Source: an optimization exercise on an open RTL-to-GDS flow (aim: small area and a short achievable clock period). Production flows keep margins and buffers that such runs may drop. Only simulation tests tie the RTL to the original design; equivalence was not proved.

the baseline:
// PE
module PE(
    input clk, rst, i_vld, bias_add,
    input [31:0] in0, in1, in2, in3, in4, in5, in6, in7, bias_val,
    output [31:0] out_node
);
Size in the first run: roughly 15000 cells after synthesis, about 320 I/O pins.
clock: 26.5 ns
lec_check: 0
cap_margin: 20
core_margin: 2
core_utilization: 50
slew_margin: 20
synth_hierarchical: 1
run.sh (not shown) runs the stock make flow with config.mk's settings and CLKGATE_MAP_FILE= SYNTH_SCRIPT=/design/flow/synth_recipe.tcl, a recipe that flattens the netlist after the stock synthesis.
The baseline: full flow OK, the timing, design-rule and antenna checks passed
### the baseline -> the candidate
--- a/flow/design.v
+++ b/flow/design.v
@@ -109,25 +109,18 @@
         end else begin : g_swap
             wire [7:0] d = agtb ? dab : dba;
             wire [23:0] smlu = agtb ? mb : ma;
             assign sml = smlu >> d;
         end
     endgenerate
     assign far_sign = sub ? (agtb ? sa : sb) : sa;
-    wire [23:0] na, nb;
-    wire [24:0] ma_e = {1'b0, ma}, mb_e = {1'b0, mb};
-    genvar g;
-    generate
-        for (g = 0; g < 4; g = g + 1) begin : g_nal
-            wire sh_a, sh_b;
-            nctl u_nctl (.ea(a[24:23]), .eb(b[24:23]), .sh_a(sh_a), .sh_b(sh_b));
-            assign na[6*g+5:6*g] = sh_a ? ma_e[6*g+6:6*g+1] : ma_e[6*g+5:6*g];
-            assign nb[6*g+5:6*g] = sh_b ? mb_e[6*g+6:6*g+1] : mb_e[6*g+5:6*g];
-        end
-    endgenerate
+    wire n_agtb = ctl[25];
+    wire n_bgta = ctl[26];
+    wire [23:0] na = n_bgta ? {1'b0, ma[23:1]} : ma;
+    wire [23:0] nb = n_agtb ? {1'b0, mb[23:1]} : mb;
     wire [24:0] xw = {1'b0, na} + {1'b0, sub ? ~nb : nb} + {24'd0, sub};
     wire [24:0] yw = {1'b0, nb} + {1'b0, ~na} + 25'd1;
     assign near_lt = sub & ~xw[24];
     assign near_x = xw[23:0];
     assign near_y = yw[23:0];
     assign near_sx = sa;
     assign near_sy = sb;
@@ -205,25 +198,14 @@
                 .near_sx(near_sx), .near_sy(near_sy),
                 .use_near(use_near), .spec(spec), .spec_sign(spec_sign));
     fadd_s2 s2 (.sub(sub), .big(big), .sml(sml), .far_sign(far_sign), .base(base),
                 .near_x(near_x), .near_y(near_y), .near_lt(near_lt),
                 .near_sx(near_sx), .near_sy(near_sy), .use_near(use_near),
                 .spec(spec), .spec_sign(spec_sign), .res(res));
 endmodule
-module nctl (
-    input  [1:0] ea,
-    input  [1:0] eb,
-    output       sh_a,
-    output       sh_b
-);
-    wire d1 = ea[0] ^ eb[0];
-    wire k = ea[1] ^ eb[1] ^ ea[0];
-    assign sh_a = d1 & ~k;
-    assign sh_b = d1 & k;
-endmodule
 module mul24 (
     input  [23:0] a,
     input  [23:0] b,
     output [47:0] p
 );
     wire w1 = ~(a[0] & b[0]);
     wire w2 = ~(a[1] & b[0]);
@@ -1949,26 +1931,24 @@
 endmodule
 `timescale 1ns / 1ps
 module PE(
     input clk, rst, i_vld, bias_add,
     input [31:0] in0, in1, in2, in3, in4, in5, in6, in7, bias_val,
     output [31:0] out_node
 );
-    reg v1, v2, v3, acc_vld;
+    reg v1, v2, v3;
     always @(posedge clk or posedge rst) begin
         if (rst) begin
             v1 <= 1'b0;
             v2 <= 1'b0;
             v3 <= 1'b0;
-            acc_vld <= 1'b0;
         end else begin
             v1 <= i_vld;
             v2 <= v1;
             v3 <= v2;
-            acc_vld <= bias_add | v3;
         end
     end
     wire [31:0] opa [0:3];
     wire [31:0] opb [0:3];
     assign opa[0] = in0; assign opb[0] = in1;
     assign opa[1] = in2; assign opb[1] = in3;
     assign opa[2] = in4; assign opb[2] = in5;
@@ -2049,24 +2029,29 @@
         q_base      <= h_base;
         q_near_x    <= h_near_x;
         q_near_y    <= h_near_y;
         q_near_lt   <= h_near_lt;
         q_near_sx   <= h_near_sx;
         q_near_sy   <= h_near_sy;
         q_use_near  <= h_use_near;
-        q_spec      <= h_spec;
         q_spec_sign <= h_spec_sign;
     end
+    always @(posedge clk or posedge rst) begin
+        if (rst)
+            q_spec <= 2'd3;
+        else
+            q_spec <= (bias_add | v3) ? h_spec : 2'd3;
+    end
     wire [31:0] acc_sum;
     fadd_s2 acc_s2 (.sub(q_sub), .big(q_big), .sml(q_sml), .far_sign(q_far_sign),
                     .base(q_base), .near_x(q_near_x), .near_y(q_near_y),
                     .near_lt(q_near_lt), .near_sx(q_near_sx), .near_sy(q_near_sy),
                     .use_near(q_use_near), .spec(q_spec), .spec_sign(q_spec_sign),
                     .res(acc_sum));
-    assign out_node = acc_vld ? acc_sum : 32'd0;
+    assign out_node = acc_sum;
     always @(posedge clk) begin
         if (rst)
             acc_r <= 32'd0;
         else
             acc_r <= out_node;
     end
 endmodule
[summary]
- Changes observed in the candidate relative to the baseline: initial antenna violation count dropped 4, count of clock tree sinks barely changed, first-pass GRT wire length dropped 6200 um, non-clock buffer count climbed 18, sequential share of layout area barely changed.

what the ideal ports hide:
In the flow no input, the clock included, has a driving cell. The finished layouts below were timed again as built, in two steps. Step 1 sets driving cells, clkbuf_16 on the clock port and buf_2 on the other inputs (assumed; they add their load-dependent delay and slew). Step 2 times the ports against the registers' clock, not the clock port: input delays grow and output delays shrink by t, the midpoint of the rising clock arrivals with the driver on. Three values: ideal, step 1, step 2; two values: the first two.
| run | shift t [ns] | setup slack, ns | worst register clock-pin slew, ns | worst slew at a driven data input, ns |
|---|---|---|---|---|
| the baseline | 0.897 | 14.371 / 14.371 / 14.371 | 0.07 / 0.07 | 0.08 |
| the candidate | 0.910 | 14.883 / 14.883 / 14.883 | 0.07 / 0.07 | 0.06 |
After both steps setup and hold are still met in every run listed.
